This design comes from an exercise in tuning for small area on the open sky130 flow, not from production work.
The RTL was checked by simulation tests, not by an equivalence proof against the original design.
Power is estimated from default activity; no workload was simulated.

## flow/design.v (module list and top-level ports; edited modules follow where they fit)
// module Maze: 6227 lines
module Maze(clk, rst, sw, BtnC, BtnU, BtnD, BtnL, BtnR, seg, an, vga_r, vga_g, vga_b, vga_h_sync, vga_v_sync);
  // ...
==> flow/flow/run.sh <==
#!/bin/bash
# Own flow: the standard layout (standard.sh), with these changes:
#  - after the standard synthesis (run unchanged), the combinational cells of its netlist
#    are mapped again by ABC with area-only scripts (flow/remap.tcl, flow/remap_*.abc);
#    every flip-flop instance stays as the standard synthesis made it (name, cell, nets),
#    which flow/fixq.py checks, and Yosys proves the new netlist equivalent to the
#    standard one (flow/equiv.tcl); the smallest mapping that passes both is used, and
#    the standard netlist if none does;
#  - the port buffers are sky130_fd_sc_hd__buf_1 (BUFFER_PORTS_ARGS) instead of the
#    cell buffer_ports picks by itself;
#  - clock tree synthesis inserts no dummy loads (CTS_ARGS: the standard arguments,
#    with the CTS_BUF_LIST of config.mk, plus -dont_use_dummy_load).
# Logs: std_synth.log, remap_*_yosys.log, remap_*_fixq.log, remap_*_equiv_yosys.log and
# flow_make.log here;
# each ORFS step also logs under orfs/logs/.
set -euo pipefail
W=$(pwd)
R="$W/orfs/results/$FLOW_PLATFORM/Maze/base"
L="$W/orfs/logs/$FLOW_PLATFORM/Maze/base"
YOSYS=/OpenROAD-flow-scripts/tools/install/yosys/bin/yosys
[[ -x $YOSYS ]] || YOSYS=yosys
export BUFFER_PORTS_ARGS="-buffer_cell sky130_fd_sc_hd__buf_1"
export CTS_ARGS="-sink_clustering_enable -repair_clock_nets -buf_list {sky130_fd_sc_hd__clkbuf_4 sky130_fd_sc_hd__clkbuf_8} -dont_use_dummy_load"

# 1. the standard synthesis
bash "$W/standard.sh" "$R/1_2_yosys.v" > "$W/std_synth.log" 2>&1
cp "$R/1_2_yosys.v" "$W/1_2_yosys_standard.v"

# 2. area-only remapping of the combinational cells: each script flow/remap_*.abc maps the
#    logic once; the smallest result that keeps the flip-flops and proves equivalent is used
export REMAP_LIB="$FLOW_HOME/platforms/$FLOW_PLATFORM/lib/sky130_fd_sc_hd__tt_025C_1v80.lib"
export REMAP_IN="$W/1_2_yosys_standard.v"
export REMAP_TOP="$FLOW_TOP"
export REMAP_DONT_USE="$(grep -o -- '-dont_use [^ ]*' "$L/1_2_yosys.log" | awk '{print $2}' | sort -u | tr '\n' ' ')"
export REMAP_SEQ="$(grep -oE 'sky130_fd_sc_hd__[a-z0-9_]+' "$W/1_2_yosys_standard.v" | sort -u | grep -E '__(e?df|dl|sdf)' | tr '\n' ' ')"
: > "$W/remap_areas.txt"
for s in "$W"/flow/remap_*.abc; do
  n=$(basename "$s" .abc)
  if REMAP_SCRIPT="$s" REMAP_OUT="$W/$n.v" "$YOSYS" -c "$W/flow/remap.tcl" > "$W/${n}_yosys.log" 2>&1; then
    a=$(awk '/Chip area/ {print $NF}' "$W/$n.v.stat")
    if [[ -n $a ]]; then echo "$a $n" >> "$W/remap_areas.txt"; fi
  fi
done
use_remap=none
for n in $(sort -n "$W/remap_areas.txt" | awk '{print $2}'); do
  if python3 "$W/flow/fixq.py" "$W/1_2_yosys_standard.v" "$W/$n.v" "$W/${n}_fixed.v" > "$W/${n}_fixq.log" 2>&1 &&
     EQ_GOLD="$W/1_2_yosys_standard.v" EQ_GATE="$W/${n}_fixed.v" "$YOSYS" -c "$W/flow/equiv.tcl" > "$W/${n}_equiv_yosys.log" 2>&1; then
    use_remap=$n
    cp "$W/${n}_fixed.v" "$R/1_2_yosys.v"
    break
  fi
done
echo "use_remap=$use_remap" > "$W/remap_used.txt"

# 3. the rest of the standard layout
bash "$W/standard.sh" > "$W/flow_make.log" 2>&1
==> flow/flow/equiv.tcl <==
# yosys -c equiv.tcl : proves the remapped netlist equivalent to the standard one
# (flip-flops paired by name); ends with an error if it cannot.
set lib $::env(REMAP_LIB)
yosys read_liberty -ignore_miss_func $lib
yosys read_verilog $::env(EQ_GOLD)
yosys rename $::env(REMAP_TOP) gold
yosys read_verilog $::env(EQ_GATE)
yosys rename $::env(REMAP_TOP) gate
yosys hierarchy -check
yosys flatten gold gate
yosys opt_clean
yosys equiv_make gold gate eq
yosys hierarchy -top eq
yosys equiv_simple -undef
yosys equiv_induct -undef
yosys equiv_status -assert
==> flow/flow/fixq.py <==
#!/usr/bin/env python3
# fixq.py STANDARD.v REMAPPED.v OUT.v
# Checks that the remapped netlist keeps every flip-flop of the standard synthesis (same
# instance names, same cell types, same clock) and gives each flip-flop's output net its
# standard name again. Exits 1 if the flip-flops differ.
import re, sys
std, rem, out = sys.argv[1:4]
def flops(txt):
    d = {}
    for m in re.finditer(r'(sky130_fd_sc_hd__\w+)\s+(\S+)\s*\((.*?)\);', txt, re.S):
        cell = m.group(1)
        if not re.search(r'__(e?df|dl|sdf)', cell):
            continue
        pins = {k: v.strip() for k, v in re.findall(r'\.(\w+)\(([^)]*)\)', m.group(3))}
        d[m.group(2)] = (cell, pins.get('Q'), pins.get('CLK'))
    return d
s_txt, r_txt = open(std).read(), open(rem).read()
a, b = flops(s_txt), flops(r_txt)
if set(a) != set(b) or any(a[k][0] != b[k][0] or a[k][2] != b[k][2] for k in a):
    print('fixq: flip-flops differ from the standard synthesis')
    sys.exit(1)
def tok(n):
    return n if not n.startswith('\\') else n + ' '
for k in a:
    want, have = a[k][1], b[k][1]
    if want == have:
        continue
    used = (re.escape(want) + r'\s') if want.startswith('\\') else (r'(?<![\w\\$.])' + re.escape(want) + r'(?![\w\[$])')
    if re.search(used, r_txt):
        print('fixq: name', want, 'already used')
        sys.exit(1)
    pat = (re.escape(have) + r'(?=\s)') if have.startswith('\\') else (r'(?<![\w\\$.])' + re.escape(have) + r'(?![\w\[])')
    r_txt = re.sub(pat, lambda m: tok(want), r_txt)
    print('fixq: renamed', have, '->', want)
open(out, 'w').write(r_txt)
b = flops(r_txt)
assert all(a[k] == b[k] for k in a), 'fixq: rename failed'
print('fixq: %d flip-flops kept' % len(a))
==> flow/flow/remap.tcl <==
# yosys -c remap.tcl : re-maps the combinational cells of a mapped netlist with an area-only
# ABC script, keeping every flip-flop instance (name and cell) as it is.
set lib $::env(REMAP_LIB)
set in $::env(REMAP_IN)
set out $::env(REMAP_OUT)
set script $::env(REMAP_SCRIPT)
set dont_use $::env(REMAP_DONT_USE)
yosys read_liberty -ignore_miss_func $lib
yosys read_verilog -defer $in
yosys hierarchy -top $::env(REMAP_TOP)
# keep the sequential cells (those whose liberty model holds a flip-flop or latch)
foreach m [split $::env(REMAP_SEQ) " "] {
  if {$m ne ""} { yosys setattr -mod -set keep_hierarchy 1 $m }
}
yosys flatten
yosys rename -hide w:*.*
yosys opt_clean -purge
set du {}
foreach c $dont_use { lappend du -dont_use $c }
yosys abc -script $script -liberty $lib {*}$du
yosys splitnets
yosys opt_clean -purge
yosys hilomap -singleton -hicell sky130_fd_sc_hd__conb_1 HI -locell sky130_fd_sc_hd__conb_1 LO
yosys insbuf -buf sky130_fd_sc_hd__buf_4 A X
yosys opt_clean -purge
yosys select -module $::env(REMAP_TOP)
yosys tee -o $out.stat stat -liberty $lib
yosys write_verilog -noattr -noexpr -nohex -nodec -selected $out
==> flow/flow/remap_amap.abc <==
strash
dch -f
amap
topo
dnsize -c
==> flow/flow/remap_ds.abc <==
strash
&get -n
&deepsyn -S 1 -T 300
&put
dch -f
amap
topo
dnsize -c
==> flow/flow/remap_map.abc <==
strash
dch -f
map -a
topo
dnsize -c
==> flow/flow/remap_nf.abc <==
strash
&get -n
&dch -f
&nf -a -R 1000
&put
dnsize -c
==> flow/standard.sh <==
#!/bin/bash
# synth_recipe.tcl (not shown) runs the flow's synth.tcl, then flattens the netlist and writes it again
# the make line also repeats each setting of config.mk as NAME=value (left out here)
make -C /OpenROAD-flow-scripts/flow DESIGN_CONFIG=/design/flow/config.mk WORK_HOME=/design/flow/orfs CLKGATE_MAP_FILE= SYNTH_SCRIPT=/design/flow/synth_recipe.tcl "${@:-finish}"
==> flow/config.mk <==
export PLATFORM = sky130hd
export DESIGN_NAME = Maze
export DESIGN_NICKNAME = Maze
export VERILOG_FILES = /design/flow/design.v
export SDC_FILE = /design/flow/constraint.sdc
export NUM_CORES = 4
export LEC_CHECK = 0
export ABC_AREA = 1
export CAP_MARGIN = 20
export CORE_MARGIN = 2
export CORE_UTILIZATION = 45
export CTS_BUF_LIST = sky130_fd_sc_hd__clkbuf_4 sky130_fd_sc_hd__clkbuf_8
export SLEW_MARGIN = 20
==> flow/constraint.sdc <==
create_clock -name core_clock -period 11.0 [get_ports {clk}]
set_input_delay 2.2000 -clock core_clock [delete_from_list [all_inputs] [get_ports {clk}]]
set_output_delay 2.2000 -clock core_clock [all_outputs]
set_load 0.01 [all_outputs]
==> summary.md, run 1 <==
| Metric | Value |
|---|---|
| Max Used Layer | `met4` |
| Hold path start | `move` |
| GR peak layer | `met2` |
| Fmax | `0.09919 GHz` |
| Worst reg2reg path depth | `43` |
| Io pins | `37` |
| CTS max path bufs | `2` |
| DP Area | `0.009220 mm²` |
| GR Layer Usage met2 | `0.4923` |
| Commonest non-fill, non-tap cell in the layout | `nor2_1` |
| CP Launch Point | `sw[3]` |
| Clock latency (worst-skew pair) | `0.46 ns` |
| GR Util All Layers | `0.3203` |
| Signal inverters | `178` |
| Reg2Reg Launch Point | `plogic_step_L[1]` |
| Clk. pwr | `313 µW` |
| Pleak | `3.143 nW` |
| Critical Path End | `disp_win` |
| Largest area class, layout | `multi-input gates` |
| Setup WS post-layout | `0.9185 ns` |
| Register area | `0.003203 mm²` |
| Post-Layout Cell Count | `1528` |
| Worst EP arrival | `10.37 ns` |
| Dpl cells | `1511` |
| First-pass GRT wire length | `49750 µm` |
| Max-Cap Viols | `0` |
| Status | `complete, no violations` |
| Fin area | `0.009454 mm²` |
| TritonRoute pass-1 iters | `7` |
| Largest stage delay on the critical path | `0.57 ns` |
| P_seq | `568 µW` |
| Met2 wire len | `13420 µm` |
| Family with the most delay on the worst path | `compound AO/OA/AOI/OAI gates` |
| Logic pwr share | `0.083` |
| Maximum VDD drop | `0.07629 mV` |
| Mapped Cells | `1206` |
| Sequential power share | `0.591` |
| Number of cells on the critical path | `38` |
| Routed via count | `9605` |
==> inputs of run 2 (changes only) <==
--- a/flow/config.mk
+++ b/flow/config.mk
@@ -8,3 +8,3 @@
 export ABC_AREA = 1
-export CAP_MARGIN = 20
+export CAP_MARGIN = 10
 export CORE_MARGIN = 2
@@ -12,2 +12,2 @@
 export CTS_BUF_LIST = sky130_fd_sc_hd__clkbuf_4 sky130_fd_sc_hd__clkbuf_8
-export SLEW_MARGIN = 20
+export SLEW_MARGIN = 10
==> run 2 against run 1 <==
Highest routed layer unchanged. Sequential share of layout area stayed put. Largest cell class unchanged. Register-to-register slack barely moved. Utilization stayed put. Via count unchanged. Clock-buffer cell count unchanged. Area after synthesis stayed put. Synthesized cell count unchanged. Critical path depth did not move.
==> summary.md, run 2 <==
| Metric | Value |
|---|---|
| Status | `complete, no violations` |
| Int Power | `722.4 µW` |
| Die height | `141.6 µm` |
| Hold-fix buffers, CTS | `0` |
| CTS sink count | `151` |
| Core area | `0.01864 mm²` |
| Number of global-route vias before repair | `9007` |
| Required time of the critical path | `11.29 ns` |
| Overall power | `961.3 µW` |
| Detailed-route DRC error count | `0` |
| Die Area | `0.02004 mm²` |
| Resize count post-CTS | `0` |
| Max-Cap Viols | `0 (unchanged)` |
| Worst setup EP type | `flip-flop` |
| Largest net degree at the start of global routing | `38` |
| Post-Route WL | `31620 µm` |
| Setup WS post-layout | `0.9185 ns (unchanged)` |
| Routed via count | `9605 (unchanged)` |
| Layout cells sized above 1 | `0.05023` |
| CTS max path bufs | `2 (unchanged)` |
| Initial antenna violation count | `0` |
| Clk pin slew, worst setup/hold paths | `0.06 ns` |
| Worst EP arrival | `10.37 ns (about the same)` |
| Most frequent cells in the layout | `nor2_1, clkinv_1, dfxtp_1, nand2_1, o21ai_0` |
| Final Hold Slack | `0.4166 ns` |
| GR Util All Layers | `0.3203 (unchanged)` |
| DP Area | `0.009220 mm² (unchanged)` |
| Fraction of power spent switching nets | `0.2486` |
| Setup WS pre-CTS | `0.8268 ns` |
| Port Buffers | `35` |
| Family with the most delay on the worst path | `compound AO/OA/AOI/OAI gates` |
| H-Tree Depth | `4` |
| Min Tclk post-route | `10.08 ns` |
| Largest stage delay on the critical path | `0.57 ns (about the same)` |
| Post-route ant nets | `0` |
| Mapped Cells | `1206 (unchanged)` |
| Fin area | `0.009454 mm² (unchanged)` |
| # nets final | `1311` |
| Buf/Inv on CP | `9` |
| Sequential power share | `0.591 (about the same)` |
| CTS buffer count | `17` |
| Average wire per standard cell | `20.70 µm` |
| Dpl cells | `1511 (unchanged)` |
| Std-Cell Rows | `50` |
| GPL Wtd Cong | `1.093` |
| Ant. Diodes | `0` |
| Layout area overhead | `11.04%` |
| Via/cell ratio | `6.286` |
| Number of cells on the critical path | `38 (unchanged)` |
| Synth Area per Inst | `7.060 µm²` |
| Worst reg2reg path depth | `43 (unchanged)` |
| Logic pwr share | `0.083 (about the same)` |
| Min-Delay Path Depth | `2` |
| HPWL Detailed | `24610 µm` |
| CTS tree | `yes` |
| Commonest non-fill, non-tap cell in the layout | `nor2_1` |
| Gr ovfl total | `0` |
| CP max stage cell | `o311ai_0` |
| Net Switching | `239.0 µW` |
| Relative slew slack | `0.3721` |
| Clk network pwr share | `0.326` |
| Root buffer cell | `clkbuf_8` |
| Crit-path max FO | `8` |
| Die Span X | `141.6 µm` |
| Maximum VDD drop | `0.07629 mV (unchanged)` |
| Synth warnings | `1` |
| Power Density | `101.7 mW/mm²` |
| Hold Vio Cnt, Final | `0` |
| Clock latency (worst-skew pair) | `0.46 ns (about the same)` |
| Final Util | `0.5071` |
| Final setup vio count | `0` |
| Setup TNS | `0 ns` |
| Max Clock Skew | `0.04246 ns` |
| Syn_nets | `1221` |
| Post CTS Setup Buffer Count | `0` |
| Io pins | `37 (unchanged)` |
| RSZ-0062 raised after global routing | `false` |
| Pleak | `3.143 nW (unchanged)` |
| Iter 0 DRT Violations | `1340` |
| First-pass GRT wire length | `49750 µm (unchanged)` |
| Tcrit/Tclk final | `0.9165` |
| Critical Path Start Type | `input port` |
| Setup CP Type | `in2reg` |
| Worst hold path class | `reg2reg` |
| Post-Layout Cell Count | `1528 (unchanged)` |
| Fmax | `0.09919 GHz (unchanged)` |
| TritonRoute pass-1 iters | `7 (unchanged)` |
| Mapped Area | `0.008514 mm²` |
| Initial core utilization | `0.4567` |
| Max-slew violations | `0` |
| Actual slew at the worst max-slew pin | `0.9390 ns` |
==> run 2: worst register-to-register path: cells and delay by family (launching register included) <==
kind,cells,cell delay (ns)
compound gates,13,3.36
flops,1,0.34
buf+inv,9,1.94
simple gates,21,3.50
==> run 2: area by class of cell <==
class	count	area, µm²
clock buffer	17	234.0
fill	1865	9189
inverter	178	668.1
multi-input combinational	868	4586
sequential	151	3203
tap	234	292.8
timing repair buffer	80	470.5
==> run 2: power by group through the flow <==
| stage | combinational (mW) | clock, mW | sequential [mW] |
|---|---|---|---|
| after CTS | 0.0768 | 0.320 | 0.568 |
| after floorplan | 0.0475 | 0 | 0.578 |
| after global placement | 0.0779 | 0 | 0.580 |
| after global routing | 0.0866 | 0.341 | 0.569 |
| after detailed placement | 0.0767 | 0 | 0.580 |
| final | 0.0798 | 0.313 | 0.568 |
==> run 2: metal layers <==
layer	global-route usage	wire, µm	part of all wire
met1	0.4320	13220	0.42
met2	0.4923	13420	0.42
met5	0	0	0
met3	0.07290	3565	0.11
met4	0.1411	1417	0.045
==> run 2: path summary, 6_finish.rpt <==
path                                        from             to  slack (ns)
worst max register to register  plogic_step_L[1]       disp_win        1.72
worst min-delay path                        move  score_move_on        0.42
worst max-delay path                       sw[3]       disp_win        0.92
worst min register to register              move  score_move_on        0.42

[separate check: timing with driven ports]
The results above use ideal ports. As a check the final layouts listed here were re-extracted and re-timed, cells and wires unchanged.
Step 1, drivers: a clkbuf_16 drives clk and a buf_2 each remaining input, both assumed.
Step 2 also shifts input and output timing later by t, the mid clock arrival at the registers, as if the neighbouring blocks saw the same clock.
a / b / c = ideal / step 1 / step 2; a / b = the first two.
run | shift t [ns] | slack for setup (ns) | worst hold slack (ns) | worst data-port slew with drivers (ns) | pins driven straight from the clock port
run 1 | 0.480 | 0.919 / 0.944 / 0.464 | 0.417 / 0.417 / 0.417 | 0.03 | 1
run 2 | 0.480 | 0.919 / 0.944 / 0.464 | 0.417 / 0.417 / 0.417 | 0.03 | 1
After both steps setup and hold are still met in every run listed.
